This is an optimization exercise on Yosys and OpenROAD, whose aim is small area, not a production implementation. Where RTL was checked, it was by simulation tests only, not by an equivalence proof against the original. For run 9, only the layout was checked, not whether the RTL still works. No activity file was given, so power comes from the tool's default toggle rates.

$ cat config.mk
export PLATFORM = sky130hd
export DESIGN_NAME = registers
export DESIGN_NICKNAME = registers
export VERILOG_FILES = /design/flow/design.v
export SDC_FILE = /design/flow/constraint.sdc
export NUM_CORES = 4
export LEC_CHECK = 0
export CAP_MARGIN = 20
export CORE_MARGIN = 2
export CORE_UTILIZATION = 50
export SETUP_SLACK_MARGIN = 0.2
export SLEW_MARGIN = 20
export SYNTH_HIERARCHICAL = 1
$ cat standard.sh
#!/bin/bash
# synth_recipe.tcl (not shown) runs the flow's synth.tcl, then flattens the netlist and writes it again
# the make line also repeats each setting of config.mk as NAME=value (left out here)
make -C /OpenROAD-flow-scripts/flow DESIGN_CONFIG=/design/flow/config.mk WORK_HOME=/design/flow/orfs CLKGATE_MAP_FILE= SYNTH_SCRIPT=/design/flow/synth_recipe.tcl "${@:-finish}"
$ cat design.v
module registers_bit_next (
    input  q,
    input  d,
    input  we,
    input  wen,
    output nq
);
    assign nq = (q & wen) | (d & we);
endmodule
module registers_rd3 (
    input  [2:0] a,
    input  [2:0] s,
    output       yn
);
    assign yn = ~|(a & s);
endmodule
module registers_rdsum (
    input  [10:0] yn,
    output        y
);
    assign y = ~&yn;
endmodule
module registers (
    input [4:0] write_addr,
    input [4:0] read_addr,
    input write,
    input clk,
    input rstn,
    input [32-1:0] write_data,
    output [32-1:0] read_data
);
    reg [31:1] valid;
    reg [32-1:0] regs [1:31];
    wire [31:1] wsel;
    wire [31:1] rsel;
    genvar g, b;
    generate
        for (g = 1; g < 32; g = g + 1) begin : row
            wire [32-1:0] nq;
            assign wsel[g] = write && (write_addr == g);
            assign rsel[g] = valid[g] && (read_addr == g);
            wire wen = !wsel[g];
            for (b = 0; b < 32; b = b + 1) begin : bt
                registers_bit_next u_next (
                    .q(regs[g][b]), .d(write_data[b]), .we(wsel[g]), .wen(wen), .nq(nq[b])
                );
            end
            always @(posedge clk)
                regs[g] <= nq;
        end
        for (b = 0; b < 32; b = b + 1) begin : col
            wire [10:0] yn;
            for (g = 0; g < 10; g = g + 1) begin : grp
                registers_rd3 u_rd3 (
                    .a({regs[3*g+3][b], regs[3*g+2][b], regs[3*g+1][b]}),
                    .s(rsel[3*g+3:3*g+1]),
                    .yn(yn[g])
                );
            end
            assign yn[10] = ~(regs[31][b] & rsel[31]);
            registers_rdsum u_sum (.yn(yn), .y(read_data[b]));
        end
    endgenerate
    always @(posedge clk or negedge rstn) begin
        if (!rstn)
            valid <= 31'b0;
        else
            valid <= valid | wsel;
    end
endmodule
$ cat flow/run.sh
#!/bin/bash
# The standard ORFS layout (the standard.sh, standard synthesis included),
# with two changes:
#  - port buffers are buf_2 cells instead of the buffer_ports default pick;
#  - clock tree: larger sink clusters, clkbuf_16/clkbuf_8 only, no dummy loads.
# make's full output goes to flow.log; each ORFS step keeps its own log
# under orfs/logs/.
set -euo pipefail
export BUFFER_PORTS_ARGS="-buffer_cell sky130_fd_sc_hd__buf_2"
export CTS_ARGS="-sink_clustering_enable -repair_clock_nets -sink_clustering_size 30 -sink_clustering_max_diameter 60 -buf_list {sky130_fd_sc_hd__clkbuf_16 sky130_fd_sc_hd__clkbuf_8} -dont_use_dummy_load"
bash standard.sh finish > flow.log 2>&1
$ cat constraint.sdc
create_clock -name core_clock -period 6.0 [get_ports {clk}]
set_input_delay 1.2000 -clock core_clock [delete_from_list [all_inputs] [get_ports {clk}]]
set_output_delay 1.2000 -clock core_clock [all_outputs]
set_load 0.01 [all_outputs]
==> results.toml, run 1 <==
[job]
max_cap_violations = 0

[layout]
nets = 2938
final_cell_mix = "a22o_1, dfxtp_1, a222oi_1"
area_growth_pct = 11.5
utilization_pct = 56.2
drive_above_1_share_pct = 9.37

[critical_path]
rr_worst_depth = 1
crit_required_ns = 4.80
path_class = "input port to primary output"
path_max_fanout = 20
worstPathArrival_ns = 4.10
end_kind = "primary output"
startpoint_type = "input port"

[power_and_ir_drop]
power.density_nw_per_um2 = 384
vdd_ir_drop_max_mv = 0.276
switchingPower_mw = 3.71
comb_power_share_pct = 12.9
swShare_pct = 25.1
p_clk_share_pct = 26.8
power_frac_seq_pct = 60.3
p_int_mw = 11.1
p_leak_nw = 15.1

[sta]
finalCriticalPeriod_ns = 5.30
slew_violations = 0
fin_hold_ws_ns = 0.453
hold_viol_final = 0
worst_slew_pin_slew_ns = 1.24
relSlewSlack_pct = 17.3
timing.final.crit_share_pct = 88.3
fin_worst_skew_ns = 0
rsz0062_at_grt = "false"
fmax_ghz = 0.189
finalSetupViolCount = 0
tns_ns = 0

[grt]
antenna_found_initial = 2
grt_usage_pct = 37.0
grt_pass1_wl_um = 197000
grt_max_degree = 33
grt_overflow = 0
grt_pass1_vias = 29100

[hold_path]
hp-class = "flip-flop to flip-flop"
whs_path_depth = 1

[cts]
cts_resized = 0
clock_path_buffers = 3
cts.htree.levels = 2
clk_pin_slew_worst_paths_ns = 0.08
post-cts-setup-buffers = 0
cts_made_buffers = 60
cts_tree = "yes"
ctsHoldBuffers = 0
root_buffer = "clkbuf_16"
clock_sinks = 1023
clkLatencyLatePin_ns = 0.66

[yosys]
ys_ff_latch = 1023
synthCells = 2688
avgSynthCellArea_sq_um = 12.9
synth.cell_area_sq_um = 34600
yosysSeqAreaShare_pct = 59.7
syn-num-nets = 2733
synth_cell_type_count = 30
synth-async-reset-ratio_pct = 3.03
synth-edff-count = 0
yosysWarnings = 9
synth_flop_cell = "dfxtp_1"

[place]
gp_congestion = 0.881
dp_hpwl_um = 73900
portBuffers = 76

[route]
dr_total_vias = 29700
drcViolationCount = 0
drt_iter0_drc = 5480
dr.pass1.iters = 11
wl_um = 137000
via_per_inst = 7.75
antenna_left = 0
wl_per_cell_um = 35.7

[die]
coreArea_sq_um = 68600
start_util_pct = 50.4
fp.dieW_um = 267
die_h_um = 267
rows = 96
dieArea_sq_um = 71300
io_pins = 77

[outcome]
status = "finished clean"
-- final timing paths --
check | from | end | slack, ns
setup / recovery | read_addr[1] | read_data[15] | 0.70
hold / removal | valid[21] | valid[21] | 0.45
setup reg to reg | regs[13][12] | regs[13][12] | 5.31
hold reg to reg | valid[21] | valid[21] | 0.45
max in group asynchronous | rstn | valid[15] | 4.94
min in group asynchronous | rstn | valid[22] | 0.58
-- power groups by stage --
stage | Clock (mW) | Sequential [mW] | Combinational, mW
detailed placement | 0 | 9.01 | 1.87
global route | 4.23 | 9.04 | 2.02
global placement | 0 | 8.96 | 1.79
finish | 3.97 | 8.92 | 1.91
CTS | 3.99 | 8.87 | 1.87
floorplan | 0 | 8.79 | 1.40
-- Yosys stat by module, one instance, submodules excluded --
module              area [sq um]  flops+latches  cells inside
registers                  21900           1023          1248
registers_rdsum             23.8              0             4
registers_rd3               10.0              0             1
registers_bit_next          8.76              0             1
-- registers in the layout, indices dropped and copies added, names as in the netlist --
| name | cells |
|---|---|
| regs | 992 |
| valid | 31 |
-- per-layer routing --
metal / vias up / track usage, % / share of wire, %
met1: 15000 / 49.5 / 40
met3: 372 / 8.71 / 12
met2: 2147 / 56.5 / 44
met4: 2 / 17.1 / 4.5
li1: 12100 / - / -
met5: - / 0.554 / 0.029
-- logic make-up (layout without fill, tap and decap cells) --
logic type,after synthesis,count (layout),synth area share (%)
buf+inv,30,233,0.441
other cells,0,3,0
compound gates,1343,1343,35.1
flops,1023,1023,59.7
simple gates,292,292,4.85
-- cell usage after synthesis, types with 2 or more instances --
library cell	count	area, sq um
nand4bb_1	3	33.8
a22o_1	992	8690
nor3_1	2	10.0
clkbuf_2	2	10.0
buf_2	15	75.1
and4_1	4	35.0
and3_1	28	175
nor2b_1	5	31.3
or3_1	32	200
and4b_1	5	50.1
a21o_1	31	233
nor3b_1	4	30.0
a222oi_1	320	3200
nand2b_1	2	12.5
clkbuf_1	9	33.8
and2_1	3	18.8
nor2_1	33	124
nor4bb_1	3	30.0
nand4b_1	3	26.3
dfrtp_1	31	776
dfxtp_1	992	19900
nand2_1	32	120
nand3_1	64	320
nand4_1	65	407
buf_4	3	22.5
-- cell type report --
cell class	count	area [sq um]
Antenna cell	3	7.51
Clock buffer	60	1500
Fill cell	5654	30000
Multi-Input combinational cell	1635	14000
Sequential cell	1023	20600
Tap cell	931	1160
Timing Repair Buffer	173	1240
-- per-stage QoR --
stage	worst slack (ns)	instance area [sq um]	cells	power (mW)
after CTS	0.743	38500	3818	14.7
after floorplan	1.93	34600	2688	10.2
after detailed placement	0.744	37000	3758	10.9
after global placement	0.748	36900	3756	10.8
after global routing	0.644	38600	3823	15.3
final	0.701	38600	3825	14.8
-- critical path: stages --
cell and delay, ns:
buf_2 0.17, and3_1 0.18, and3_1 0.46, buf_4 0.38, a222oi_1 0.53, nand4_1 0.48, or3_1 0.51, buf_2 0.17
==> run 2: changes to the inputs <==
==> run.sh (new file) <==
#!/bin/bash
# synth_recipe.tcl (not shown) runs the flow's synth.tcl, then flattens the netlist and writes it again
# the make line also repeats each setting of config.mk as NAME=value (left out here)
make -C /OpenROAD-flow-scripts/flow DESIGN_CONFIG=/design/flow/config.mk WORK_HOME=/design/flow/orfs CLKGATE_MAP_FILE= SYNTH_SCRIPT=/design/flow/synth_recipe.tcl finish
--- a/config.mk
+++ b/config.mk
@@ -7,7 +7,6 @@
 export LEC_CHECK = 0
 export CAP_MARGIN = 20
 export CORE_MARGIN = 2
-export CORE_UTILIZATION = 50
-export SETUP_SLACK_MARGIN = 0.2
+export CORE_UTILIZATION = 60
 export SLEW_MARGIN = 20
 export SYNTH_HIERARCHICAL = 1
removed: flow/run.sh
removed: standard.sh
==> run 2 against run 1 <==
Still clean. Sequential power about the same. Design area grew 5.6%. Setup slack worse by 0.56 ns. Clock power grew 57%. Combinational power grew 4%. Cell count shrank 0.26%. Synthesized cell count unchanged. Sequential share of layout area fell by 2.8 points. Via count rose by 1.6%. Clock skew stayed put. First-iteration DRC count is 2.0% lower. Critical path type unchanged.
==> results.toml, run 2 <==
[yosys]
yosysWarnings = 9
synthTopCellsByCount = "a22o_1, dfxtp_1, a222oi_1, nand4_1, nand3_1"
ys_ff_latch = 1023
syn-num-nets = 2733
synthCells = 2688
yosys.area.top_type = "dfxtp_1"
synth-async-reset-ratio_pct = 3.03
synth-edff-count = 0
synth_flop_cell = "dfxtp_1"
yosysSeqAreaShare_pct = 59.7
synth.cell_area_sq_um = 34600
synth_cell_type_count = 30
synth_area_leaders = "dfxtp_1, a22o_1, a222oi_1, dfrtp_1, nand4_1"
synth_top_area_share_pct = 57.4
avgSynthCellArea_sq_um = 12.9

[route]
drt_iter0_drc = 5373
drcViolationCount = 0
antenna_left = 0
dr.pass1.iters = 11
via_per_inst = 7.90
wl_per_cell_um = 33.7
dr_total_vias = 30100
wl_um = 129000

[grt]
grt_usage_pct = 41.5
grt_pass1_vias = 29700
antenna_found_initial = 2
grt_pass1_wl_um = 188000
grt_max_degree = 33
grt_overflow = 0

[cts]
root_buffer = "clkbuf_16"
cts_tree = "yes"
clk_pin_slew_worst_paths_ns = 0.06
clock_sinks = 1023
cts_made_buffers = 98
clock_path_buffers = 3
clkLatencyLatePin_ns = 0.66
post-cts-setup-buffers = 0
cts.htree.levels = 3
ctsHoldBuffers = 0
cts_resized = 0

[layout]
fill_cells = 4100
nets = 3009
area_growth_pct = 17.7
reg.largest.list = "regs x992, valid x31"
fin_cells = 3815
largest_reg_flops = 992
utilization_pct = 71.0
final_cell_mix = "a22o_1, dfxtp_1, a222oi_1"
largest_register = "regs"
drive_above_1_share_pct = 11.0
final_area_sq_um = 40700

[die]
rows = 88
coreArea_sq_um = 57400
dieArea_sq_um = 59600
fp.dieW_um = 244
io_pins = 77
die_h_um = 244
start_util_pct = 60.3

[sta]
fin_worst_skew_ns = 0
finalSetupViolCount = 0
fmax_ghz = 0.171
relSlewSlack_pct = 17.6
slew_violations = 0
hold_viol_final = 0
worst_slew_pin_slew_ns = 1.24
tns_ns = 0
setup_ws_ns = 0.140
finalCriticalPeriod_ns = 5.86
timing.final.crit_share_pct = 97.7
fin_hold_ws_ns = 0.449
rsz0062_at_grt = "false"

[critical_path]
crit_required_ns = 4.80
startpoint_type = "input port"
worstPathArrival_ns = 4.66
path_class = "input port to primary output"
cpMaxStageDelayCell = "clkdlybuf4s50_1"
end_kind = "primary output"
cpPeakStageDelay_ns = 0.72
worstPathCellList = "clkdlybuf4s50_1 -> nor3_1 -> and3_1 -> buf_4 -> a222oi_1 -> nand4_1 -> or3_1 -> clkdlybuf4s50_1"
cp_common_cell = "clkdlybuf4s50_1"
path_max_fanout = 16

[place]
dp.cells = 3629
gp_congestion = 0.942
portBuffers = 76
dpl_cell_area_sq_um = 37400
dp_hpwl_um = 70400
place_ws_ns = 0.266

[power_and_ir_drop]
vdd_ir_drop_max_mv = 0.328
power.density_nw_per_um2 = 422
p_leak_nw = 16.1
finalPower_mw = 17.2

[job]
max_cap_violations = 0

[hold_path]
hp-class = "flip-flop to flip-flop"

[outcome]
status = "finished clean"
## run 2: changes by cell type in the layout (fill, tap and decap cells not counted), moves of 23 or more
| cell | change |
|---|---|
| clkbuf_1 | +23 |
| buf_4 | +28 |
| clkbuf_16 | +39 |
| buf_2 | -73 |
| clkinv_2 | +24 |
| clkdlybuf4s50_1 | +73 |
## run 2: kinds of logic (layout without fill, tap and decap cells)
logic type | after synthesis | count (layout) | share of synthesized area (%)
compound gates | 1343 | 1343 | 35.1
flops | 1023 | 1023 | 59.7
simple gates | 292 | 292 | 4.85
buf+inv | 30 | 389 | 0.441
other cells | 0 | 3 | 0
## run 2: path summary, 6_finish.rpt
path	cells after the start	start	end	slack (ns)
worst max-delay path	8	read_addr[1]	read_data[3]	0.14
worst min-delay path	1	valid[13]	valid[13]	0.45
worst max register to register	1	regs[26][15]	regs[26][15]	5.29
worst min register to register	1	valid[13]	valid[13]	0.45
max in group asynchronous	2	rstn	valid[5]	4.76
min in group asynchronous	2	rstn	valid[28]	0.93
## run 2: power breakdown
| part | switching [mW] | total, mW | internal (mW) |
|---|---|---|---|
| sequential | 0.772 | 8.93 | 8.16 |
| clock | 2.66 | 6.24 | 3.58 |
| combinational | 0.747 | 1.99 | 1.25 |
| total | 4.18 | 17.2 | 13.0 |
## run 2: critical path, delay by kind of cell
| kind | cells | cell delay, ns |
|---|---|---|
| buffers and inverters | 3 | 1.60 |
| and+or+nand+nor | 4 | 1.37 |
| AOI/OAI and AO/OA | 1 | 0.47 |
## run 2: layout make-up
type / instances / area (sq um) / share of cell area (%)
flip-flops and latches: 1023 / 20600 / 50.7
multi-input cells: 1635 / 14000 / 34.3
clock buffers: 144 / 2870 / 7.04
repair buffers: 206 / 1900 / 4.67
well taps: 765 / 957 / 2.35
clock inverters: 39 / 389 / 0.956
diodes: 3 / 7.51 / 0.0184
## run 2: Yosys stat by module, one instance, submodules excluded
| module | cell area, sq um | times used | cells inside | flip-flops and latches |
|---|---|---|---|---|
| registers | 21900 | 1 | 1248 | 1023 |
| registers_rd3 | 10.0 | 320 | 1 | 0 |
| registers_rdsum | 23.8 | 32 | 4 | 0 |
| registers_bit_next | 8.76 | 992 | 1 | 0 |
## run 2: routing by layer
metal | vias up | wire, um | GRT usage (%)
li1 | 12300 | - | -
met1 | 15000 | 48000 | 53.1
met2 | 2382 | 57100 | 63.4
met3 | 458 | 16500 | 11.4
met4 | 0 | 7070 | 23.9
met5 | - | 0 | 0
==> run 3: changes to the inputs <==
--- a/config.mk
+++ b/config.mk
@@ -7,6 +7,10 @@
 export LEC_CHECK = 0
 export CAP_MARGIN = 20
 export CORE_MARGIN = 2
-export CORE_UTILIZATION = 60
+export CORE_UTILIZATION = 50
+export CTS_BUF_LIST = sky130_fd_sc_hd__clkbuf_16 sky130_fd_sc_hd__clkbuf_8
+export CTS_CLUSTER_DIAMETER = 60
+export CTS_CLUSTER_SIZE = 30
+export SETUP_SLACK_MARGIN = 0.2
 export SLEW_MARGIN = 20
 export SYNTH_HIERARCHICAL = 1
==> run 3 against run 2 <==
Still clean on timing, DRC and antenna. Utilization down 13 points. Hold slack better by 0.0059 ns. Count of clock-buffer cells in the layout down 84. Sequential power about the same. Critical path depth unchanged. Sequential share of layout area up 0.99 points. Cell count up 2.3%. Combinational power about the same. Fmax up 2.5%.
==> results.toml, run 3 <==
[outcome]
status = "finished clean"

[critical_path]
path_class = "input port to primary output"
crit_required_ns = 4.80
r2r-start = "regs[29][28]"
r2r_end = "regs[29][28]"
startpoint_type = "input port"
worstPathCellList = "clkdlybuf4s50_1 -> and2_1 -> and3_1 -> buf_4 -> a222oi_1 -> nand4_1 -> or3_1 -> clkdlybuf4s50_1"
cp_common_cell = "clkdlybuf4s50_1"
end_kind = "primary output"
cpPeakStageDelay_ns = 0.65
rr_worst_depth = 1
path_max_fanout = 32
worstPathArrival_ns = 4.51
ff2ff_setup_slack_ns = 5.30
cpMaxStageDelayCell = "a222oi_1"

[yosys]
synthTopCellsByCount = "a22o_1, dfxtp_1, a222oi_1, nand4_1, nand3_1"
yosysWarnings = 9
yosysSeqAreaShare_pct = 59.7
ys_ff_latch = 1023
avgSynthCellArea_sq_um = 12.9
syn-num-nets = 2733
synth_cell_type_count = 30
synth_area_leaders = "dfxtp_1, a22o_1, a222oi_1, dfrtp_1, nand4_1"
synth_top_area_share_pct = 57.4
synth.cell_area_sq_um = 34600
synth_flop_cell = "dfxtp_1"
synth-async-reset-ratio_pct = 3.03
synthCells = 2688
yosys.area.top_type = "dfxtp_1"
synth-edff-count = 0

[die]
die_h_um = 267
fp.dieW_um = 267
coreArea_sq_um = 68600
dieArea_sq_um = 71300
io_pins = 77
start_util_pct = 50.4
rows = 96

[place]
gp_congestion = 0.894
dp_hpwl_um = 71800
portBuffers = 76
dpl_cell_area_sq_um = 37700
dp.cells = 3790

[layout]
fill_cells = 5658
largest_register = "regs"
final_area_sq_um = 39900
fin_cells = 3904
final_cell_mix = "a22o_1, dfxtp_1, a222oi_1"
nets = 2968
drive_above_1_share_pct = 9.08
area_growth_pct = 15.4
reg.largest.list = "regs x992, valid x31"
largest_reg_flops = 992

[sta]
fin_hold_ws_ns = 0.455
worst_slew_pin_slew_ns = 1.24
fmax_ghz = 0.175
fin_worst_skew_ns = 0
finalCriticalPeriod_ns = 5.71
timing.final.crit_share_pct = 95.2
hold_viol_final = 0
relSlewSlack_pct = 17.4
rsz0062_at_grt = "false"
finalSetupViolCount = 0
tns_ns = 0
slew_violations = 0

[cts]
ctsHoldBuffers = 0
cts_tree = "yes"
clkLatencyLatePin_ns = 0.67
post-cts-setup-buffers = 0
cts.htree.levels = 2
clk_pin_slew_worst_paths_ns = 0.09
cts_resized = 0
root_buffer = "clkbuf_16"
clock_sinks = 1023
clock_path_buffers = 3
cts_made_buffers = 57

[hold_path]
hp-class = "flip-flop to flip-flop"
whs_path_depth = 1
hold_start = "valid[21]"
min_to = "valid[21]"

[grt]
grt_max_degree = 33
use_met3_pct = 8.14
grt_pass1_vias = 28700
grt_pass1_wl_um = 191000
antenna_found_initial = 4
met2_usage_pct = 55.6
grt_busiest_layer = "met2"
grt_overflow = 0
grt_usage_pct = 35.8
use_met1_pct = 47.5

[power_and_ir_drop]
p_clk_share_pct = 30.4
vdd_ir_drop_max_mv = 0.271
power.density_nw_per_um2 = 392
finalPower_mw = 15.7
comb_power_share_pct = 12.7
switchingPower_mw = 4.12
power_frac_seq_pct = 56.9
p_leak_nw = 15.6
p_int_mw = 11.5
swShare_pct = 26.3

[route]
dr_total_vias = 29400
dr.pass1.iters = 10
antenna_left = 0
wl_um = 133000
wl_per_cell_um = 34.0
via_per_inst = 7.54
drcViolationCount = 0
drt_iter0_drc = 4945

[job]
max_cap_violations = 0
==> run 3: cell types whose count changed in the layout (fill, tap and decap cells not counted), sizes merged <==
cell           change
diode              -2
clkinvlp           +3
dlymetal6s2s       +1
inv               +21
bufinv             -2
clkinv            -13
buf                -3
clkbuf            -84
clkdlybuf4s50      +2
==> run 3: cells by family after synthesis <==
| group | synth area share (%) |
|---|---|
| simple gates | 4.85 |
| flops | 59.7 |
| buf+inv | 0.441 |
| compound gates | 35.1 |
==> run 3: power groups by stage <==
stage	Combinational, mW	Clock (mW)	Sequential [mW]
after global placement	1.87	0	8.95
after floorplan	1.40	0	8.79
after global routing	2.11	5.04	9.03
after detailed placement	1.95	0	9.00
after CTS	1.96	4.79	8.86
final	1.99	4.76	8.91
==> run 3: worst max path at each step <==
stage               depth (start not counted)            end          from  slack (ns)
floorplan                                   6   read_data[0]  read_addr[1]        1.93
global placement                            8   read_data[5]  read_addr[1]        0.35
detailed placement                          8  read_data[23]  read_addr[1]        0.31
CTS                                         8  read_data[24]  read_addr[1]        0.30
global route                                8  read_data[10]  read_addr[3]        0.24
finish                                      8   read_data[4]  read_addr[3]        0.29
==> run 3: per-layer routing <==
metal | vias up | wire length [um]
met5 | - | 28
li1 | 12200 | -
met3 | 340 | 14800
met1 | 14900 | 53100
met4 | 4 | 5960
met2 | 1998 | 59000
==> run 3: layout make-up <==
cell class	instances	area [sq um]	area share (%)
diodes	1	2.50	0.00627
clock buffers	60	1490	3.73
clock inverters	48	638	1.60
multi-input cells	1635	14000	35.1
flip-flops and latches	1023	20600	51.7
well taps	931	1160	2.92
repair buffers	206	2000	5.01
==> run 3: through the flow <==
stage	setup slack [ns]	utilization, %
6_report	0.285	58.2
5_1_grt	0.238	58.2
4_1_cts	0.304	58.0
3_5_place_dp	0.311	54.9
3_3_place_gp	0.353	54.8
2_1_floorplan	1.93	-
==> run 3: modules after synthesis (local to each module, per instance) <==
module / cells inside / times used / area (sq um) / flops+latches
registers: 1248 / 1 / 21900 / 1023
registers_rdsum: 4 / 32 / 23.8 / 0
registers_bit_next: 1 / 992 / 8.76 / 0
registers_rd3: 1 / 320 / 10.0 / 0
==> run 3: worst max-delay path: cells and delay by family <==
kind | cells | cell delay, ns
AO/OA/AOI/OAI | 1 | 0.65
buffers and inverters | 3 | 1.28
AND/OR/NAND/NOR | 4 | 1.36
==> run 4: changes to the inputs <==
==> flow/run.sh (new file) <==
#!/bin/bash
# The standard ORFS layout (the standard.sh, standard synthesis included),
# with two changes:
#  - port buffers are buf_1 cells instead of the buffer_ports default pick;
#  - clock tree: larger sink clusters, clkbuf_8 only, no dummy loads.
# make's full output goes to flow.log; each ORFS step keeps its own log
# under orfs/logs/.
set -euo pipefail
export BUFFER_PORTS_ARGS="-buffer_cell sky130_fd_sc_hd__buf_1"
export CTS_ARGS="-sink_clustering_enable -repair_clock_nets -sink_clustering_size 16 -sink_clustering_max_diameter 60 -buf_list {sky130_fd_sc_hd__clkbuf_8} -dont_use_dummy_load"
bash standard.sh finish > flow.log 2>&1
==> standard.sh (new file) <==
#!/bin/bash
# synth_recipe.tcl (not shown) runs the flow's synth.tcl, then flattens the netlist and writes it again
# the make line also repeats each setting of config.mk as NAME=value (left out here)
make -C /OpenROAD-flow-scripts/flow DESIGN_CONFIG=/design/flow/config.mk WORK_HOME=/design/flow/orfs CLKGATE_MAP_FILE= SYNTH_SCRIPT=/design/flow/synth_recipe.tcl "${@:-finish}"
==> config.mk (replaced) <==
export PLATFORM = sky130hd
export DESIGN_NAME = registers
export DESIGN_NICKNAME = registers
export VERILOG_FILES = /design/flow/design.v
export SDC_FILE = /design/flow/constraint.sdc
export NUM_CORES = 4
export LEC_CHECK = 0
export CAP_MARGIN = 5
export CORE_MARGIN = 2
export CORE_UTILIZATION = 50
export GPL_TIMING_DRIVEN = 0
export SETUP_SLACK_MARGIN = 0.1
export SLEW_MARGIN = 5
export SYNTH_HIERARCHICAL = 1
removed: run.sh
==> run 4 against run 3 <==
Sequential power barely moved. Fmax rose by 0.65%. Synthesized cell count unchanged. Synthesized area stayed put. Setup slack better by 0.037 ns. Cell count is 2.2% lower. Design area fell by 3.6%. Sequential share of layout area grew 1.9 points. Count of clock-buffer cells in the layout increased by 15. Routed wire length fell by 2.1%. Utilization is 2.1 points lower. Critical path type unchanged. Largest power group unchanged.
==> results.toml, run 4 <==
[critical_path]
startpoint_type = "input port"
path_max_fanout = 32
rr_worst_depth = 1
worstPathArrival_ns = 4.48
crit_required_ns = 4.80
end_kind = "primary output"
path_class = "input port to primary output"

[cts]
post-cts-setup-buffers = 0
cts_resized = 0
cts.htree.levels = 3
root_buffer = "clkbuf_8"
clk_pin_slew_worst_paths_ns = 0.09
clock_path_buffers = 3
ctsHoldBuffers = 0
cts_tree = "yes"
clkLatencyLatePin_ns = 0.70
cts_made_buffers = 75
clock_sinks = 1023

[yosys]
syn-num-nets = 2733
synth-edff-count = 0
synth_top_area_share_pct = 57.4
ys_ff_latch = 1023
synth_flop_cell = "dfxtp_1"
synth.cell_area_sq_um = 34600
synth_cell_type_count = 30
avgSynthCellArea_sq_um = 12.9
synthCells = 2688
yosysWarnings = 9
synth-async-reset-ratio_pct = 3.03
yosysSeqAreaShare_pct = 59.7
synth_area_leaders = "dfxtp_1, a22o_1, a222oi_1, dfrtp_1, nand4_1"
yosys.area.top_type = "dfxtp_1"
synthTopCellsByCount = "a22o_1, dfxtp_1, a222oi_1, nand4_1, nand3_1"

[sta]
fin_hold_ws_ns = 0.454
hold_viol_final = 0
finalSetupViolCount = 0
finalCriticalPeriod_ns = 5.68
setup_ws_ns = 0.322
worst_slew_pin_slew_ns = 1.10
rsz0062_at_grt = "false"
timing.final.crit_share_pct = 94.6
tns_ns = 0
slew_violations = 0
fin_worst_skew_ns = 0
fmax_ghz = 0.176
relSlewSlack_pct = 26.2

[power_and_ir_drop]
comb_power_share_pct = 13.7
p_leak_nw = 14.8
p_clk_share_pct = 23.3
swShare_pct = 25.9
power_frac_seq_pct = 63.0
p_int_mw = 10.4
vdd_ir_drop_max_mv = 0.206
switchingPower_mw = 3.65
power.density_nw_per_um2 = 366

[job]
max_cap_violations = 0

[die]
start_util_pct = 50.4
dieArea_sq_um = 71300
coreArea_sq_um = 68600
rows = 96
fp.dieW_um = 267
io_pins = 77
die_h_um = 267

[layout]
fill_cells = 5650
regArea_sq_um = 20600
area_growth_pct = 11.3
multi_input_area_sq_um = 14100
nets = 2927
reg.largest.list = "regs x992, valid x31"
largest_reg_flops = 992
final_area_sq_um = 38500
drive_above_1_share_pct = 9.20
largest_register = "regs"
final_cell_mix = "a22o_1, dfxtp_1, a222oi_1"

[place]
portBuffers = 76
dp_hpwl_um = 75700
gp_congestion = 0.911
dpl_cell_area_sq_um = 37400
place_ws_ns = 0.578

[route]
wl_per_cell_um = 34.1
wl_um = 130000
dr_total_vias = 29000
drcViolationCount = 0
antenna_left = 0
dr.pass1.iters = 8
via_per_inst = 7.60
drt_iter0_drc = 4908

[grt]
antenna_found_initial = 11
grt_pass1_vias = 28500
grt_pass1_wl_um = 188000
grt_max_degree = 33
grt_overflow = 0
grt_usage_pct = 35.4

[hold_path]
hp-class = "flip-flop to flip-flop"
whs_path_depth = 1

[outcome]
status = "finished clean"
[run 4: cell counts after synthesis]
No cell type changed its count.
[run 4: worst paths after layout]
| path | from | end | slack, ns |
|---|---|---|---|
| max | read_addr[1] | read_data[15] | 0.32 |
| min | valid[14] | valid[14] | 0.45 |
| max reg2reg | regs[25][12] | regs[25][12] | 5.31 |
| min reg2reg | valid[14] | valid[14] | 0.45 |
| max in group asynchronous | rstn | valid[24] | 4.91 |
| min in group asynchronous | rstn | valid[6] | 0.57 |
[run 4: cell type report]
type,count,share of cell area (%)
Sequential cell,1023,53.6
Multi-Input combinational cell,1635,36.8
Timing Repair Buffer,117,3.47
Tap cell,931,3.03
Clock buffer,75,2.68
Buffer,30,0.397
Antenna cell,6,0.0390
[run 4: critical path: stages]
cell and delay (ns):
buf_1 0.27, clkbuf_1 0.42, nor3b_1 0.23, and3_2 0.58, a222oi_1 0.41, nand4_1 0.54
or3_1 0.62, buf_1 0.16
[run 4: through the flow]
| step | cells | util (%) | power (mW) |
|---|---|---|---|
| floorplan | 2688 | - | 10.2 |
| global placement | 3695 | 52.5 | 10.7 |
| detailed placement | 3736 | 54.6 | 10.9 |
| CTS | 3811 | 56.1 | 14.1 |
| global route | 3814 | 56.1 | 14.6 |
| finish | 3817 | 56.1 | 14.1 |
[run 4: logic make-up after synthesis]
group / synth area share (%)
and+or+nand+nor: 4.85
AOI/OAI and AO/OA: 35.1
DFF: 59.7
buffers and inverters: 0.441
[run 4: power groups by stage]
stage               Sequential [mW]  Clock [mW]  Combinational, mW
floorplan                      8.79           0               1.40
global placement               8.90           0               1.78
detailed placement             8.99           0               1.90
CTS                            8.85        3.31               1.90
global route                   9.02        3.54               2.04
finish                         8.88        3.29               1.92
[run 4: routing by layer]
| metal | global-route usage, % | up-vias | routed length [um] |
|---|---|---|---|
| met4 | 18.3 | 6 | 6640 |
| met3 | 8.38 | 345 | 15300 |
| met1 | 47.6 | 14600 | 51900 |
| li1 | - | 12100 | - |
| met2 | 53.1 | 1940 | 56200 |
| met5 | 0 | - | 38 |
[run 4: per-module statistics from Yosys, one instance, submodules excluded]
module,flip-flops and latches,cells inside,copies in the design
registers_rd3,0,1,320
registers_bit_next,0,1,992
registers,1023,1248,1
registers_rdsum,0,4,32
==> run 5: changes to the inputs <==
--- a/config.mk
+++ b/config.mk
@@ -8,7 +8,6 @@
 export CAP_MARGIN = 5
 export CORE_MARGIN = 2
 export CORE_UTILIZATION = 50
-export GPL_TIMING_DRIVEN = 0
 export SETUP_SLACK_MARGIN = 0.1
 export SLEW_MARGIN = 5
 export SYNTH_HIERARCHICAL = 1
==> run 5 against run 4 <==
Still clean. Global-route usage rose by 1.1 points. Combinational power barely moved. Clock skew did not move. Via count rose by 2.5%. Sequential share of layout area rose by 0.49 points. Cell count rose by 1.4%. Fmax rose by 2.3%. Clock power barely moved. Utilization fell by 0.51 points. Critical endpoint is now read_data[1]. Highest routed layer unchanged.
==> results.toml, run 5 <==
[yosys]
synth.cell_area_sq_um = 34600
synth_xor_area_share_pct = 0
synth_top_area_share_pct = 57.4
synthMuxAreaShare_pct = 0
synth-async-reset-ratio_pct = 3.03
synth-edff-count = 0
syn-num-nets = 2733
synth_area_leaders = "dfxtp_1, a22o_1, a222oi_1, dfrtp_1, nand4_1"
synth_top_family_by_area = "compound AO/OA/AOI/OAI gates"
avgSynthCellArea_sq_um = 12.9
synth_cell_type_count = 30
synth_flop_cell = "dfxtp_1"
yosysSeqAreaShare_pct = 59.7
yosys.area.top_type = "dfxtp_1"
yosysWarnings = 9
ys_ff_latch = 1023
synthCells = 2688
synthTopCellsByCount = "a22o_1, dfxtp_1, a222oi_1, nand4_1, nand3_1"
synth_compound_area_share_pct = 35.1
synth_fa_ha_area_share_pct = 0
synthSimpleGateAreaFrac_pct = 4.85

[power_and_ir_drop]
finalPower_mw = 14.1
vdd_ir_drop_max_mv = 0.199
p_leak_nw = 14.8
power.density_nw_per_um2 = 370

[critical_path]
path_max_fanout = 15
cp_top_family = "simple AND/OR/NAND/NOR gates"
cpPeakStageDelay_ns = 0.70
path_class = "input port to primary output"
worstPathCellList = "buf_1 -> nor3b_1 -> and3_1 -> buf_4 -> a222oi_1 -> nand4_1 -> or3_1 -> buf_1"
worstPathArrival_ns = 4.35
startpoint_type = "input port"
cp-endpoint = "read_data[1]"
path_buf_inv = 3
end_kind = "primary output"
cp.depth = 8
ff2ff_setup_slack_ns = 5.32
startpoint = "read_addr[1]"
r2r-start = "regs[22][1]"
r2r_end = "regs[22][1]"
cp_common_cell = "buf_1"
rr_worst_depth = 1
crit_required_ns = 4.80
cpMaxStageDelayCell = "and3_1"

[sta]
timing.final.crit_share_pct = 92.5
fmax_ghz = 0.180
hold_viol_final = 0
finalSetupViolCount = 0
fin_worst_skew_ns = 0
tns_ns = 0
rsz0062_at_grt = "false"
slew_violations = 0
relSlewSlack_pct = 8.01
finalCriticalPeriod_ns = 5.55
worst_slew_pin_slew_ns = 1.38

[cts]
root_buffer = "clkbuf_8"
clkLatencyLatePin_ns = 0.69
clk_pin_slew_worst_paths_ns = 0.09
cts.htree.levels = 3
cts_made_buffers = 77
ctsHoldBuffers = 0
cts_resized = 0
clock_sinks = 1023
post-cts-setup-buffers = 0
clock_path_buffers = 3
cts_tree = "yes"

[route]
via_per_inst = 7.68
drcViolationCount = 0
dr.pass1.iters = 8
antenna_left = 0
drt_iter0_drc = 5505
wl_per_cell_um = 34.7
wl_um = 134000
dr_total_vias = 29700

[layout]
largest_reg_flops = 992
area_growth_pct = 10.2
nets = 2983
final_cell_mix = "a22o_1, dfxtp_1, a222oi_1"
drive_above_1_share_pct = 8.41
fin_cells = 3872
utilization_pct = 55.6
largest_register = "regs"
reg.largest.list = "regs x992, valid x31"

[grt]
grt_pass1_vias = 28900
grt_usage_pct = 36.6
grt_pass1_wl_um = 195000
antenna_found_initial = 10
grt_overflow = 0
grt_max_degree = 33

[die]
io_pins = 77
rows = 96
start_util_pct = 50.4
coreArea_sq_um = 68600
dieArea_sq_um = 71300
die_h_um = 267
fp.dieW_um = 267

[place]
gp_congestion = 0.898
dp.cells = 3790
portBuffers = 76
dp_hpwl_um = 73700

[outcome]
status = "finished clean"

[job]
max_cap_violations = 0

[hold_path]
hp-class = "flip-flop to flip-flop"
run 5: cell counts after synthesis:
Identical to the previous run, type by type.
run 5: where the power goes:
| part | switching [mW] | leakage [nW] | total (mW) | internal, mW |
|---|---|---|---|---|
| clock | 2.16 | 0.554 | 3.32 | 1.16 |
| sequential | 0.746 | 8.61 | 8.89 | 8.15 |
| combinational | 0.733 | 5.68 | 1.90 | 1.17 |
run 5: logic make-up after synthesis:
logic type	Yosys count
AOI/OAI and AO/OA	1343
DFF	1023
and+or+nand+nor	292
buffers and inverters	30
run 5: metal layers:
layer  routed length [um]  global-route usage, %
met4                 5960                   17.2
met5                   60                      0
met2                58600                   55.0
met1                54200                   49.4
met3                15500                   9.02
run 5: worst min-delay path by stage:
stage               cells past startpoint  startpoint        end
floorplan                               1   valid[10]  valid[10]
global placement                        1   valid[21]  valid[21]
detailed placement                      1    valid[9]   valid[9]
CTS                                     1   valid[18]  valid[18]
global route                            1   valid[10]  valid[10]
finish                                  1   valid[24]  valid[24]
run 5: cell type report:
type / instances / area, sq um
fill: 5771 / 30500
antenna: 5 / 12.5
sequential: 1023 / 20600
clock buffer: 77 / 1060
timing repair buffer: 201 / 1260
tap: 931 / 1160
multi-input combinational: 1635 / 14000
run 5: Yosys stat by module, one instance, submodules excluded:
module	times used	area, sq um	cells
registers_rdsum	32	23.8	4
registers	1	21900	1248
registers_bit_next	992	8.76	1
registers_rd3	320	10.0	1
run 5: metrics by stage:
| stage | hold slack [ns] | setup WS, ns | cell area, sq um |
|---|---|---|---|
| 3_3_place_gp | 0.430 | 0.693 | 37100 |
| 3_5_place_dp | 0.436 | 0.621 | 37100 |
| 6_report | 0.457 | 0.451 | 38100 |
| 4_1_cts | 0.457 | 0.616 | 38100 |
| 2_1_floorplan | 0.420 | 1.93 | 34600 |
| 5_1_grt | 0.470 | 0.374 | 38100 |
==> run 6: changes to the inputs <==
==> flow/run.sh (replaced) <==
#!/bin/bash
# The standard ORFS layout (the standard.sh, standard synthesis included),
# with two changes:
#  - port buffers are buf_2 cells instead of the buffer_ports default pick;
#  - clock tree: larger sink clusters, clkbuf_8 only, no dummy loads.
# make's full output goes to flow.log; each ORFS step keeps its own log
# under orfs/logs/.
set -euo pipefail
export BUFFER_PORTS_ARGS="-buffer_cell sky130_fd_sc_hd__buf_2"
export CTS_ARGS="-sink_clustering_enable -repair_clock_nets -sink_clustering_size 16 -sink_clustering_max_diameter 60 -buf_list {sky130_fd_sc_hd__clkbuf_8} -dont_use_dummy_load"
bash standard.sh finish > flow.log 2>&1
--- a/config.mk
+++ b/config.mk
@@ -7,7 +7,7 @@
 export LEC_CHECK = 0
 export CAP_MARGIN = 5
 export CORE_MARGIN = 2
-export CORE_UTILIZATION = 50
+export CORE_UTILIZATION = 45
 export SETUP_SLACK_MARGIN = 0.1
 export SLEW_MARGIN = 5
 export SYNTH_HIERARCHICAL = 1
==> run 6 against run 5 <==
Still clean on timing, DRC and antenna. Setup slack gained 0.33 ns. Cell count grew 1.6%. Synthesized cell count is the same. Clock skew is the same. Largest cell class unchanged.
==> results.toml, run 6 <==
[power_and_ir_drop]
power.density_nw_per_um2 = 374
vdd_ir_drop_max_mv = 0.183
p_clk_share_pct = 24.0
p_leak_nw = 14.9
p_int_mw = 10.5
comb_power_share_pct = 13.5
power_frac_seq_pct = 62.5
swShare_pct = 26.0
finalPower_mw = 14.2
switchingPower_mw = 3.69

[die]
fp.dieW_um = 281
start_util_pct = 45.5
dieArea_sq_um = 79100
io_pins = 77
rows = 101
coreArea_sq_um = 76100
die_h_um = 281

[grt]
grt_pass1_vias = 28900
grt_pass1_wl_um = 196000
grt_overflow = 0
antenna_found_initial = 8
grt_usage_pct = 33.4
grt_max_degree = 33

[route]
routed.top_layer = "met5"
via_per_inst = 7.50
wl_met1_um = 55100
drt_iter0_drc = 5341
wl_met3_um = 15500
met2_length_um = 60200
dr_total_vias = 29500
antenna_left = 0
wl_per_cell_um = 34.9
dr.pass1.iters = 10
wl_um = 137000
drcViolationCount = 0

[sta]
timing.final.crit_share_pct = 87.0
finalSetupViolCount = 0
slew_violations = 0
finalCriticalPeriod_ns = 5.22
rsz0062_at_grt = "false"
tns_ns = 0
worst_slew_pin_slew_ns = 1.37
fin_worst_skew_ns = 0
relSlewSlack_pct = 8.15
fmax_ghz = 0.192
hold_viol_final = 0

[yosys]
yosysWarnings = 9
synth-async-reset-ratio_pct = 3.03
synth_area_leaders = "dfxtp_1, a22o_1, a222oi_1, dfrtp_1, nand4_1"
syn-num-nets = 2733
yosysSeqAreaShare_pct = 59.7
synthCells = 2688
synth_top_area_share_pct = 57.4
synthTopCellsByCount = "a22o_1, dfxtp_1, a222oi_1, nand4_1, nand3_1"
synth_flop_cell = "dfxtp_1"
synth.cell_area_sq_um = 34600
ys_ff_latch = 1023
synth-edff-count = 0
yosys.area.top_type = "dfxtp_1"
avgSynthCellArea_sq_um = 12.9
synth_cell_type_count = 30

[cts]
root_buffer = "clkbuf_8"
cts_made_buffers = 81
clock_path_buffers = 3
clk_pin_slew_worst_paths_ns = 0.06
ctsHoldBuffers = 0
clkLatencyLatePin_ns = 0.71
cts_resized = 0
cts.htree.levels = 3
cts_tree = "yes"
clock_sinks = 1023
post-cts-setup-buffers = 0

[layout]
largest_register = "regs"
fin_cells = 3933
nets = 2944
area_growth_pct = 10.0
final_cell_mix = "a22o_1, dfxtp_1, a222oi_1"
fill_cells = 6627
reg.largest.list = "regs x992, valid x31"
largest_reg_flops = 992
utilization_pct = 50.0
drive_above_1_share_pct = 9.49

[place]
gp_congestion = 0.842
dp_hpwl_um = 72200
portBuffers = 76
dp.cells = 3846

[job]
max_cap_violations = 0

[critical_path]
worstPathArrival_ns = 4.02
worstPathCellList = "buf_2 -> nor2b_1 -> and3_1 -> buf_4 -> a222oi_1 -> nand4_1 -> or3_1 -> buf_2"
cp_top_family = "simple AND/OR/NAND/NOR gates"
cpPeakStageDelay_ns = 1.14
end_kind = "primary output"
path_buf_inv = 3
crit_required_ns = 4.80
startpoint_type = "input port"
rr_worst_depth = 1
path_class = "input port to primary output"
cp.depth = 8
cpMaxStageDelayCell = "and3_1"
path_max_fanout = 17
cp_common_cell = "buf_2"
startpoint = "read_addr[2]"
r2r-start = "regs[22][12]"

[hold_path]
whs_path_depth = 1
hold_start = "valid[1]"
hp-class = "flip-flop to flip-flop"

[outcome]
status = "finished clean"
-- run 6: cell counts after synthesis --
Identical to the previous run, type by type.
-- run 6: metrics by stage --
step / worst slack [ns] / hold slack [ns] / cell area, sq um
after global placement: 1.04 / 0.431 / 36900
after detailed placement: 1.02 / 0.437 / 36900
after global routing: 0.780 / 0.466 / 38000
after floorplan: 1.93 / 0.420 / 34600
final: 0.782 / 0.455 / 38100
after CTS: 0.992 / 0.454 / 38000
-- run 6: final cells by class --
cell class                      count  area (sq um)  area share, %
Clock buffer                       81          1110           2.93
Multi-Input combinational cell   1635         14000           36.8
Tap cell                         1030          1290           3.39
Antenna cell                        6          15.0         0.0395
Timing Repair Buffer              158           996           2.62
Sequential cell                  1023         20600           54.2
-- run 6: path summary, 6_finish.rpt --
kind	to	slack (ns)
setup / recovery	read_data[4]	0.78
hold / removal	valid[1]	0.45
setup reg to reg	regs[22][12]	5.31
hold reg to reg	valid[1]	0.45
max in group asynchronous	valid[2]	4.96
min in group asynchronous	valid[24]	0.54
-- run 6: per-layer routing --
layer | vias up | global-route usage, %
li1 | 12100 | -
met1 | 15000 | 45.1
met2 | 2014 | 50.5
met3 | 353 | 8.20
met4 | 2 | 15.1
met5 | - | 0.938
-- run 6: power groups by stage --
stage / logic (mW) / clock network [mW] / registers [mW]
final: 1.93 / 3.41 / 8.89
after global routing: 2.03 / 3.66 / 9.02
after floorplan: 1.40 / 0 / 8.79
after CTS: 1.89 / 3.43 / 8.85
after detailed placement: 1.88 / 0 / 8.99
after global placement: 1.81 / 0 / 8.92
-- run 6: logic make-up (layout without fill, tap and decap cells) --
| logic type | Yosys count | after routing | synth area share, % |
|---|---|---|---|
| flops | 1023 | 1023 | 59.7 |
| simple gates | 292 | 292 | 4.85 |
| compound gates | 1343 | 1343 | 35.1 |
| other cells | 0 | 6 | 0 |
| buf+inv | 30 | 239 | 0.441 |
-- run 6: Yosys stat by module (local to each module, per instance) --
module	flip-flops and latches	copies in the design
registers_rdsum	0	32
registers	1023	1
registers_rd3	0	320
registers_bit_next	0	992
==> run 7: changes to the inputs <==
--- a/config.mk
+++ b/config.mk
@@ -7,7 +7,7 @@
 export LEC_CHECK = 0
 export CAP_MARGIN = 5
 export CORE_MARGIN = 2
-export CORE_UTILIZATION = 45
+export CORE_UTILIZATION = 50
 export SETUP_SLACK_MARGIN = 0.1
 export SLEW_MARGIN = 5
 export SYNTH_HIERARCHICAL = 1
==> run 7 against run 6 <==
Combinational power barely moved. Via count grew 0.19%. First-iteration DRC count increased by 0.54%. Routed wire length about the same. Fmax shrank 3.0%. Critical path type unchanged. Largest power group unchanged.
==> results.toml, run 7 <==
[sta]
fin_hold_ws_ns = 0.458
finalCriticalPeriod_ns = 5.38
slew_violations = 0
timing.final.crit_share_pct = 89.7
finalSetupViolCount = 0
tns_ns = 0
hold_viol_final = 0
relSlewSlack_pct = 0.533
worst_slew_pin_slew_ns = 1.49
fin_worst_skew_ns = 0
fmax_ghz = 0.186
rsz0062_at_grt = "false"
setup_ws_ns = 0.619

[yosys]
synthTopCellsByCount = "a22o_1, dfxtp_1, a222oi_1, nand4_1, nand3_1"
syn-num-nets = 2733
yosys.area.top_type = "dfxtp_1"
synth_flop_cell = "dfxtp_1"
ys_ff_latch = 1023
synth.cell_area_sq_um = 34600
avgSynthCellArea_sq_um = 12.9
synth_top_area_share_pct = 57.4
synth_cell_type_count = 30
yosysWarnings = 9
synthCells = 2688
synth_area_leaders = "dfxtp_1, a22o_1, a222oi_1, dfrtp_1, nand4_1"
synth-edff-count = 0
yosysSeqAreaShare_pct = 59.7
synth-async-reset-ratio_pct = 3.03

[critical_path]
startpoint = "read_addr[4]"
cp_common_cell = "buf_2"
cp_top_family = "simple AND/OR/NAND/NOR gates"
r2r-start = "regs[5][23]"
startpoint_type = "input port"
ff2ff_setup_slack_ns = 5.31
path_max_fanout = 15
worstPathArrival_ns = 4.18
cpPeakStageDelay_ns = 0.57
path_class = "input port to primary output"
crit_required_ns = 4.80
cpMaxStageDelayCell = "and3_1"
r2r_end = "regs[5][23]"
rr_worst_depth = 1
cp.depth = 8
worstPathCellList = "buf_2 -> nor2b_1 -> and3_1 -> buf_4 -> a222oi_1 -> nand4_1 -> or3_1 -> buf_2"
path_buf_inv = 3
cp-endpoint = "read_data[21]"
end_kind = "primary output"

[cts]
cts_resized = 0
cts.htree.levels = 3
root_buffer = "clkbuf_8"
clkLatencyLatePin_ns = 0.69
clk_pin_slew_worst_paths_ns = 0.09
clock_sinks = 1023
clock_path_buffers = 3
cts_made_buffers = 75
ctsHoldBuffers = 0
post-cts-setup-buffers = 0
cts_tree = "yes"

[grt]
grt_pass1_vias = 29000
grt_usage_pct = 37.1
antenna_found_initial = 5
grt_overflow = 0
grt_max_degree = 33
grt_pass1_wl_um = 197000

[layout]
drive_above_1_share_pct = 9.59
largest_register = "regs"
final_cell_mix = "a22o_1, dfxtp_1, a222oi_1"
final_area_sq_um = 37900
area_growth_pct = 9.69
reg.largest.list = "regs x992, valid x31"
nets = 2947
fill_cells = 5738
utilization_pct = 55.3
largest_reg_flops = 992

[place]
dpl_cell_area_sq_um = 36900
gp_congestion = 0.881
place_ws_ns = 0.736
portBuffers = 76
dp_hpwl_um = 73600

[power_and_ir_drop]
p_leak_nw = 14.9
vdd_ir_drop_max_mv = 0.202
power.density_nw_per_um2 = 371

[route]
wl_per_cell_um = 35.8
dr_total_vias = 29600
drt_iter0_drc = 5370
wl_um = 137000
via_per_inst = 7.71
drcViolationCount = 0
dr.pass1.iters = 14
antenna_left = 0

[die]
start_util_pct = 50.4
dieArea_sq_um = 71300
fp.dieW_um = 267
io_pins = 77
rows = 96
coreArea_sq_um = 68600
die_h_um = 267

[hold_path]
hp-class = "flip-flop to flip-flop"

[outcome]
status = "finished clean"

[job]
max_cap_violations = 0
==> run 7: cell count changes in the layout (fill, tap and decap cells not counted) <==
| cell | before | now |
|---|---|---|
| buf_12 | 0 | 3 |
| clkbuf_8 | 81 | 75 |
| diode_2 | 6 | 3 |
| buf_4 | 82 | 88 |
==> run 7: layer usage <==
metal	routed length [um]	track usage, %
met5	119	1.32
met4	6350	17.5
met3	15200	8.99
met2	60800	57.1
met1	54700	49.1
==> run 7: where the power goes <==
group	switching, mW	leakage [nW]	internal, mW
registers	0.769	8.61	8.15
logic	0.727	5.73	1.17
clock network	2.15	0.539	1.13
total	3.64	14.9	10.4
==> run 7: through the flow <==
stage	total power, mW	instances
finish	14.1	3834
CTS	14.0	3831
global route	14.6	3832
floorplan	10.2	2688
detailed placement	10.9	3756
global placement	10.8	3756
==> run 7: Yosys stat by module, one instance, submodules excluded <==
module              cell area (sq um)  copies in the design
registers_rd3                    10.0                   320
registers                       21900                     1
registers_bit_next               8.76                   992
registers_rdsum                  23.8                    32
==> run 7: cell type report <==
| type | instances | area [sq um] | area share, % |
|---|---|---|---|
| Tap cell | 931 | 1160 | 3.07 |
| Clock buffer | 75 | 1030 | 2.72 |
| Antenna cell | 3 | 7.51 | 0.0198 |
| Multi-Input combinational cell | 1635 | 14000 | 36.9 |
| Timing Repair Buffer | 167 | 1100 | 2.90 |
| Sequential cell | 1023 | 20600 | 54.4 |
==> run 7: how the worst min path moves through the flow <==
stage,from,slack [ns],to,depth (start not counted)
after floorplan,valid[10],0.42,valid[10],1
after detailed placement,valid[21],0.44,valid[21],1
after global placement,valid[31],0.43,valid[31],1
after CTS,valid[6],0.46,valid[6],1
final,valid[21],0.46,valid[21],1
after global routing,valid[21],0.47,valid[21],1
==> run 7: kinds of logic after synthesis <==
| family | after synthesis | share of synthesized area (%) |
|---|---|---|
| buf+inv | 30 | 0.441 |
| simple gates | 292 | 4.85 |
| flops | 1023 | 59.7 |
| compound gates | 1343 | 35.1 |
==> run 8: changes to the inputs <==
--- a/flow/run.sh
+++ b/flow/run.sh
@@ -7,5 +7,5 @@
 # under orfs/logs/.
 set -euo pipefail
 export BUFFER_PORTS_ARGS="-buffer_cell sky130_fd_sc_hd__buf_2"
-export CTS_ARGS="-sink_clustering_enable -repair_clock_nets -sink_clustering_size 16 -sink_clustering_max_diameter 60 -buf_list {sky130_fd_sc_hd__clkbuf_8} -dont_use_dummy_load"
+export CTS_ARGS="-sink_clustering_enable -repair_clock_nets -sink_clustering_size 18 -sink_clustering_max_diameter 60 -buf_list {sky130_fd_sc_hd__clkbuf_8} -dont_use_dummy_load"
 bash standard.sh finish > flow.log 2>&1
==> run 8 against run 7 <==
Still clean. Synthesized area did not move. Power is 0.42% lower. Synthesized cell count stayed put. Global-route usage down 0.087 points.
==> results.toml, run 8 <==
[place]
gp_congestion = 0.881
dp_hpwl_um = 73600
dpl_cell_area_sq_um = 36900
portBuffers = 76

[critical_path]
end_kind = "primary output"
crit_required_ns = 4.80
path_max_fanout = 20
cpMaxStageDelayCell = "a222oi_1"
cp_top_family = "simple AND/OR/NAND/NOR gates"
worstPathArrival_ns = 4.14
cpPeakStageDelay_ns = 0.54
path_class = "input port to primary output"
path_buf_inv = 3
worstPathCellList = "buf_2 -> and3_1 -> and3_1 -> buf_4 -> a222oi_1 -> nand4_1 -> or3_1 -> buf_2"
startpoint_type = "input port"

[hold_path]
hp-class = "flip-flop to flip-flop"

[power_and_ir_drop]
vdd_ir_drop_max_mv = 0.225
p_leak_nw = 14.9
power.density_nw_per_um2 = 370

[route]
wl_um = 137000
drt_iter0_drc = 5584
drcViolationCount = 0
dr_total_vias = 29700
via_per_inst = 7.75
antenna_left = 0
dr.pass1.iters = 10
wl_per_cell_um = 35.7

[layout]
largest_reg_flops = 992
reg.largest.list = "regs x992, valid x31"
area_growth_pct = 9.54
fill_cells = 5725
drive_above_1_share_pct = 9.46
utilization_pct = 55.2
final_area_sq_um = 37900
nets = 2943
largest_register = "regs"
final_cell_mix = "a22o_1, dfxtp_1, a222oi_1"

[sta]
tns_ns = 0
relSlewSlack_pct = 8.72
finalSetupViolCount = 0
hold_viol_final = 0
rsz0062_at_grt = "false"
fin_worst_skew_ns = 0
finalCriticalPeriod_ns = 5.34
worst_slew_pin_slew_ns = 1.37
timing.final.crit_share_pct = 89.0
fmax_ghz = 0.187
slew_violations = 0

[yosys]
yosysSeqAreaShare_pct = 59.7
synth_flop_cell = "dfxtp_1"
synthCells = 2688
synth_cell_type_count = 30
synth-async-reset-ratio_pct = 3.03
synth.cell_area_sq_um = 34600
ys_ff_latch = 1023
syn-num-nets = 2733
yosysWarnings = 9
avgSynthCellArea_sq_um = 12.9
synthTopCellsByCount = "a22o_1, dfxtp_1, a222oi_1, nand4_1, nand3_1"
synth-edff-count = 0
synth_top_area_share_pct = 57.4
yosys.area.top_type = "dfxtp_1"
synth_area_leaders = "dfxtp_1, a22o_1, a222oi_1, dfrtp_1, nand4_1"

[job]
max_cap_violations = 0

[die]
io_pins = 77
rows = 96
start_util_pct = 50.4
coreArea_sq_um = 68600
dieArea_sq_um = 71300
fp.dieW_um = 267
die_h_um = 267

[cts]
clkLatencyLatePin_ns = 0.68
post-cts-setup-buffers = 0
cts.htree.levels = 3
cts_made_buffers = 71
clk_pin_slew_worst_paths_ns = 0.06
clock_path_buffers = 3
ctsHoldBuffers = 0
clock_sinks = 1023
cts_tree = "yes"
cts_resized = 0
root_buffer = "clkbuf_8"

[grt]
grt_usage_pct = 37.0
grt_overflow = 0
grt_max_degree = 33
grt_pass1_vias = 29000
grt_pass1_wl_um = 196000
antenna_found_initial = 6

[outcome]
status = "finished clean"
==> run 8: cell counts after synthesis <==
Identical to the previous run, type by type.
==> run 8: per-layer routing <==
metal  vias to the layer above  track usage (%)  wire, um
li1                      12100                -         -
met2                      2073             56.4     60400
met1                     15200             49.0     54700
met3                       374             9.43     15000
met5                         -            0.970        93
met4                         2             17.9      6570
==> run 8: cell type report <==
| cell class | count | area (sq um) | area share (%) |
|---|---|---|---|
| tap | 931 | 1160 | 3.07 |
| clock buffer | 71 | 977 | 2.58 |
| multi-input combinational | 1635 | 14000 | 37.0 |
| timing repair buffer | 167 | 1100 | 2.91 |
| sequential | 1023 | 20600 | 54.5 |
| antenna | 4 | 10.0 | 0.0264 |
==> run 8: power breakdown <==
group | switching (mW) | total (mW) | internal, mW
clock | 2.14 | 3.21 | 1.07
combinational | 0.728 | 1.90 | 1.17
sequential | 0.768 | 8.91 | 8.15
==> run 8: cell families (layout without fill, tap and decap cells) <==
kind of cell    after synthesis  after routing  synth area share (%)
compound gates             1343           1343                  35.1
flops                      1023           1023                  59.7
simple gates                292            292                  4.85
buf+inv                      30            238                 0.441
other cells                   0              4                     0
==> run 8: through the flow <==
stage                     instances  setup slack (ns)  hold WS (ns)  power [mW]
after floorplan                2688              1.93         0.420        10.2
after global placement         3756             0.748         0.431        10.8
after detailed placement       3756             0.736         0.438        10.9
after CTS                      3827             0.742         0.457        14.0
after global routing           3829             0.726         0.469        14.5
final                          3831             0.658         0.454        14.0
==> run 8: modules after synthesis (local to each module, per instance) <==
module              cells inside  flops+latches  copies in the design
registers                   1248           1023                     1
registers_rdsum                4              0                    32
registers_rd3                  1              0                   320
registers_bit_next             1              0                   992
==> run 8: final timing paths <==
check | from | slack, ns | cells after the start | endpoint
setup / recovery | read_addr[4] | 0.66 | 8 | read_data[29]
hold / removal | valid[7] | 0.45 | 1 | valid[7]
setup reg to reg | regs[13][12] | 5.32 | 1 | regs[13][12]
hold reg to reg | valid[7] | 0.45 | 1 | valid[7]
max in group asynchronous | rstn | 4.95 | 1 | valid[7]
min in group asynchronous | rstn | 0.54 | 1 | valid[24]
==> run 9: changes to the inputs <==
==> design.v (replaced) <==
module registers (
    input [4:0] write_addr,
    input [4:0] read_addr,
    input write,
    input clk,
    input rstn,
    input [32-1:0] write_data,
    output [32-1:0] read_data
);
    reg [32-1:0] regs [0:31];
    reg [5:0] i;
    assign read_data = regs[read_addr];
    always @(posedge clk or negedge rstn) begin
        if (!rstn) begin
            for (i = 0; i < 32; i = i+1) begin
                regs[i[4:0]] <= 'b0;
            end
        end
        else begin
            if (write) begin
                if (write_addr != 0) begin
                    regs[write_addr] <= write_data;
                end
            end
        end
    end
endmodule
==> run.sh (new file) <==
#!/bin/bash
# synth_recipe.tcl (not shown) runs the flow's synth.tcl, then flattens the netlist and writes it again
# the make line also repeats each setting of config.mk as NAME=value (left out here)
make -C /OpenROAD-flow-scripts/flow DESIGN_CONFIG=/design/flow/config.mk WORK_HOME=/design/flow/orfs CLKGATE_MAP_FILE= SYNTH_SCRIPT=/design/flow/synth_recipe.tcl finish
==> config.mk (replaced) <==
export PLATFORM = sky130hd
export DESIGN_NAME = registers
export DESIGN_NICKNAME = registers
export VERILOG_FILES = /design/flow/design.v
export SDC_FILE = /design/flow/constraint.sdc
export NUM_CORES = 4
export LEC_CHECK = 0
export CAP_MARGIN = 20
export CORE_MARGIN = 2
export CORE_UTILIZATION = 40
export SLEW_MARGIN = 20
removed: flow/run.sh
removed: standard.sh
==> run 9 against run 8 <==
Power rose by 30%. Via count rose by 9.1%. Combinational power is about 30% higher. Sequential share of layout area is 5.7 points lower. Design area up 39%. Highest routed layer unchanged.
==> results.toml, run 9 <==
[yosys]
synth-edff-count = 0
avgSynthCellArea_sq_um = 12.9
yosysWarnings = 2
yosys.area.top_type = "dfrtp_1"
ys_ff_latch = 1024
synth_cell_type_count = 68
synth.cell_area_sq_um = 46000
synth_flop_cell = "dfrtp_1"
synthTopCellsByCount = "dfrtp_1, mux2_2, nand3_1, clkbuf_1, a22oi_1"
synthCells = 3567
synth-async-reset-ratio_pct = 100
yosysSeqAreaShare_pct = 55.7
synth_area_leaders = "dfrtp_1, mux2_2, nand3_1, a22oi_1, clkbuf_1"
synth_top_area_share_pct = 55.7
synth_most_common_cell = "dfrtp_1"
syn-num-nets = 3612

[cts]
clkLatencyLatePin_ns = 0.70
ctsHoldBuffers = 0
cts.htree.levels = 3
clock_path_buffers = 3
clock_sinks = 1024
cts_resized = 0
cts_made_buffers = 108
post-cts-setup-buffers = 0
root_buffer = "clkbuf_16"
cts_tree = "yes"
clk_pin_slew_worst_paths_ns = 0.06

[critical_path]
worstPathArrival_ns = 4.58
path_max_fanout = 28
cpMaxStageDelayCell = "nor2_1"
cpPeakStageDelay_ns = 0.90
startpoint_type = "input port"
cp_common_cell = "buf_4"
crit_required_ns = 4.80
path_class = "input port to primary output"
worstPathCellList = "buf_4 -> nand2_1 -> nor2_1 -> buf_4 -> a22oi_1 -> and4_1 -> a31oi_1 -> buf_4 -> clkdlybuf4s50_1"
end_kind = "primary output"

[die]
rows = 124
start_util_pct = 40.3
fp.dieW_um = 343
coreArea_sq_um = 114000
dieArea_sq_um = 118000
io_pins = 77
die_h_um = 343

[sta]
relSlewSlack_pct = 17.0
timing.final.crit_share_pct = 96.3
hold_viol_final = 0
slew_violations = 0
tns_ns = 0
fmax_ghz = 0.173
finalSetupViolCount = 0
worst_slew_pin_slew_ns = 1.25
finalCriticalPeriod_ns = 5.78
fin_worst_skew_ns = 0
rsz0062_at_grt = "false"

[layout]
area_growth_pct = 14.3
nets = 3595
largest_register = "regs"
layout_commonest_cell = "dfrtp_1"
fin_cells = 5149
reg.largest.list = "regs x1024"
drive_above_1_share_pct = 40.3
final_cell_mix = "dfrtp_1, mux2_2, nand3_1"
largest_reg_flops = 1024

[grt]
grt_pass1_wl_um = 240000
grt_max_degree = 140
grt_pass1_vias = 31900
antenna_found_initial = 5
grt_usage_pct = 28.2
grt_overflow = 0

[route]
drt_iter0_drc = 3939
drcViolationCount = 0
dr.pass1.iters = 6
antenna_left = 0
dr_total_vias = 32400
wl_per_cell_um = 32.4
via_per_inst = 6.29
wl_um = 167000

[job]
max_cap_violations = 0

[power_and_ir_drop]
power.density_nw_per_um2 = 347
p_leak_nw = 23.7
vdd_ir_drop_max_mv = 0.215

[hold_path]
hp-class = "flip-flop to flip-flop"

[outcome]
status = "finished clean"

[place]
dp.cells = 4952
portBuffers = 76
gp_congestion = 0.859
dp_hpwl_um = 99700
==> run 9: cell types whose count changed in the layout (fill, tap and decap cells not counted), sizes merged, moves of 48 or more <==
cell,delta
clkbuf,+93
dfxtp,-992
clkdlybuf4s50,+48
a222oi,-317
nand3,+240
a22oi,+164
nand4,+49
dfrtp,+993
a22o,-962
mux2,+1006
==> run 9: final timing paths <==
path | startpoint | end | slack, ns | depth (start not counted)
worst min-delay path | regs[0][22] | regs[0][22] | 0.38 | 0
min in group asynchronous | rstn | regs[11][17] | 0.57 | 1
worst max register to register | regs[25][6] | regs[25][6] | 5.14 | 1
worst min register to register | regs[0][22] | regs[0][22] | 0.38 | 0
max in group asynchronous | rstn | regs[2][26] | 4.04 | 2
worst max-delay path | read_addr[3] | read_data[1] | 0.22 | 9
==> run 9: critical path, delay by kind of cell <==
kind,cells,cell delay (ns)
simple gates,3,1.56
buf+inv,4,1.32
compound gates,2,0.46
==> run 9: cell families (layout without fill, tap and decap cells) <==
family | Yosys count | after routing | share of synthesized area [%]
flops | 1024 | 1024 | 55.7
other cells | 0 | 1 | 0
compound gates | 372 | 372 | 6.29
simple gates | 725 | 725 | 8.71
mux | 1057 | 1057 | 25.9
buf+inv | 389 | 458 | 3.44
==> run 9: final cells by class <==
type | instances | area [sq um]
flip-flops and latches | 1024 | 25600
diodes | 1 | 2.50
well taps | 1512 | 1890
repair buffers | 259 | 2330
multi-input cells | 2154 | 19100
fillers | 10300 | 61600
inverters | 3 | 11.3
clock inverters | 32 | 369
clock buffers | 164 | 3280
==> run 9: through the flow <==
stage	power [mW]	hold slack, ns	area [sq um]	util, %	worst slack [ns]
after detailed placement	11.4	0.366	49000	42.9	0.338
after global placement	11.3	0.361	49000	42.9	0.292
final	18.3	0.379	52600	46.1	0.222
after CTS	18.3	0.380	52700	46.1	0.312
after floorplan	10.4	0.423	46000	-	1.87
after global routing	18.9	0.387	52600	46.0	0.225
==> run 9: layer usage <==
| layer | GRT usage [%] | share of wire [%] | routed length [um] | up-vias |
|---|---|---|---|---|
| met5 | 0.521 | 0.061 | 101 | - |
| met1 | 40.4 | 43 | 72100 | 17400 |
| met2 | 42.7 | 45 | 74300 | 1528 |
| li1 | - | - | - | 13200 |
| met3 | 5.99 | 9.0 | 14900 | 282 |
| met4 | 8.73 | 3.1 | 5230 | 4 |
==> run 9: power by group <==
part	total (mW)	switching [mW]	leakage (nW)	internal (mW)
Clock	6.91	2.86	1.81	4.05
Combinational	2.47	1.13	8.72	1.34
Sequential	8.88	0.673	13.1	8.21
Total	18.3	4.67	23.7	13.6

-- re-timing with driven ports --
No port has a modelled driver above. Below, the same layouts with a new extraction and two added sets of constraints.
Step 1 assumes that a clkbuf_16 drives the clock port and a buf_2 every other input.
Step 2 adds t to the input delays and takes it off the output delays; t is the mean of the earliest and latest rising clock arrival at the registers after step 1. Input paths then give back, and output paths get back, about the clock's delay inside the block.
a / b / c = no drivers / after step 1 / after step 2; a / b = the first two.
run | t (ns) | slack for setup (ns) | pins driven straight from the clock port
run 1 | 0.719 | 0.701 / 0.662 / 0.662 | 1
run 2 | 0.724 | 0.140 / 0.117 / 0.117 | 1
run 3 | 0.730 | 0.285 / 0.264 / 0.264 | 1
run 4 | 0.753 | 0.322 / 0.289 / 0.289 | 1
run 5 | 0.759 | 0.451 / 0.424 / 0.424 | 1
run 6 | 0.768 | 0.782 / 0.754 / 0.754 | 1
run 7 | 0.746 | 0.619 / 0.597 / 0.597 | 1
run 8 | 0.739 | 0.658 / 0.621 / 0.621 | 1
run 9 | 0.769 | 0.222 / 0.183 / 0.183 | 1
After both steps every run listed still meets setup and hold.
